This is an optimization exercise on Yosys and OpenROAD, whose aim is small area, not a production implementation. Function was checked by simulation only, so behaviour that the tests miss may differ from the original. No activity file was given, so power comes from the tool's default toggle rates.

==> inputs of trial 32 <==
## miniCPU
module miniCPU (
    input [17:0] switches,
    input ligar,
    input enviar,
    input clk,
    input rst_n,
    output [7:0] LCD_DATA,
    output LCD_RS,
    output LCD_RW,
    output LCD_EN,
    output LCD_ON,
    output LCD_BLON
);
==> flow/config.mk <==
export PLATFORM = sky130hd
export DESIGN_NAME = miniCPU
export DESIGN_NICKNAME = miniCPU
export VERILOG_FILES = /design/flow/design.v
export SDC_FILE = /design/flow/constraint.sdc
export NUM_CORES = 4
export LEC_CHECK = 0
export ABC_AREA = 1
export CAP_MARGIN = 20
export CORE_MARGIN = 2
export CORE_UTILIZATION = 60
export PLACE_DENSITY = 0.8
export SLEW_MARGIN = 20
==> flow/constraint.sdc <==
create_clock -name core_clock -period 20.0 [get_ports {clk}]
set_input_delay 4.0000 -clock core_clock [delete_from_list [all_inputs] [get_ports {clk}]]
set_output_delay 4.0000 -clock core_clock [all_outputs]
set_load 0.01 [all_outputs]
standard.sh (not shown) runs the stock make flow with config.mk's settings and CLKGATE_MAP_FILE= SYNTH_SCRIPT=/design/flow/synth_recipe.tcl, a recipe that flattens the netlist after the stock synthesis.
==> flow/flow/run.sh <==
#!/bin/bash
# Standard synthesis, then a stronger ABC area pass over the combinational
# logic only (flip-flops, full adders and tie cells are kept as they are, with
# their names), a larger drive strength for the drivers of high-fanout nets,
# then the standard layout from that netlist with the extra
# make settings in flow/params.sh (clock-tree and port-buffer options).
set -euo pipefail
WORK=$(pwd)
R=$WORK/orfs/results/${FLOW_PLATFORM}/miniCPU/base
LIB=$FLOW_HOME/platforms/${FLOW_PLATFORM}/lib/sky130_fd_sc_hd__tt_025C_1v80.lib
source "$WORK/flow/params.sh"

bash standard.sh synth > synth_standard.log 2>&1
cp "$R/1_2_yosys.v" "$WORK/1_2_yosys.standard.v"

DU=$(sed -n '/DONT_USE_CELLS/,/^$/p' "$FLOW_HOME/platforms/${FLOW_PLATFORM}/config.mk" | tr -d '\\' \
     | grep -o 'sky130_fd_sc_hd__[a-z0-9_]*' | sed 's/^/-dont_use /' | tr '\n' ' ')
cp "$WORK/flow/reopt.abc" "$WORK/reopt.abc"
cat > "$WORK/reopt.ys" <<EOY
read_liberty -wb -ignore_miss_func $LIB
read_verilog $WORK/1_2_yosys.standard.v
hierarchy -top $FLOW_TOP
blackbox =sky130_fd_sc_hd__*df* =sky130_fd_sc_hd__fa_* =sky130_fd_sc_hd__conb_*
flatten -wb
opt_clean
abc -liberty $LIB $DU -script $WORK/reopt.abc
opt_clean -purge
read_liberty -lib -overwrite $LIB
hierarchy -top $FLOW_TOP
splitnets
opt_clean -purge
hilomap -singleton -hicell sky130_fd_sc_hd__conb_1 HI -locell sky130_fd_sc_hd__conb_1 LO
insbuf -buf sky130_fd_sc_hd__buf_1 A X
opt_clean -purge
check -assert -mapped
stat -liberty $LIB
write_verilog -noattr -nohex -nodec $WORK/1_2_yosys.reopt.v
EOY
yosys -s "$WORK/reopt.ys" > reopt.log 2>&1
python3 "$WORK/flow/upsize.py" "$LIB" "$WORK/1_2_yosys.reopt.v" "$WORK/1_2_yosys.upsized.v" 14 $DU > upsize.log 2>&1
cp "$WORK/1_2_yosys.upsized.v" "$R/1_2_yosys.v"
rm -f "$R/1_synth.odb" "$R/1_synth.sdc"
bash standard.sh "${LAYOUT_VARS[@]}" finish > layout.log 2>&1
Other scripts of this flow, unchanged in this note and not shown: flow/flow/params.sh, flow/flow/reopt.abc, flow/flow/upsize.py
==> trial 85: changes against trial 32 <==
- CORE_UTILIZATION: 60 -> 70
- PLACE_DENSITY: 0.8 -> 0.85
==> summary of the runs <==
Trial 32 produced a clean layout. Trial 85 finished clean.
Against trial 85, the core utilization of trial 32 is lower by 11 points.
Combinational power is about the same in trial 85 and trial 32.
Non-clock buffer count is the same in trial 32 and trial 85.
Between trial 85 and trial 32, the lower via count is in trial 32 (gap 0.84%, measured against trial 32).
Of trial 85 and trial 32, trial 32 has the higher die area (gap about 14%, measured against trial 32).
Power: trial 85 is higher than trial 32 (about 0.65%).

afterwards: timing with drivers on the ports:
In the flow no input, the clock included, has a driving cell. The finished layouts below were timed again as built, in two steps.
Step 1 sets driving cells, clkbuf_16 on the clock port and buf_2 on the other inputs (assumed; they add their load-dependent delay and slew).
Step 2 also shifts input and output timing later by t, the mid clock arrival at the registers, as if the neighbouring blocks saw the same clock.
Three values: no drivers, after step 1, after step 2; two values: the first two.
run	t, ns	setup slack, ns	latest minus earliest clock arrival (ns)
trial 32	0.529	4.482 / 4.499 / 3.970	0.074 / 0.074
trial 85	0.535	4.729 / 4.756 / 4.221	0.070 / 0.070
After both steps setup and hold are still met in every run listed. For trial 32, which loses most, drivers alone change the setup slack by +0.017 ns; drivers and shift together by -0.512 ns.
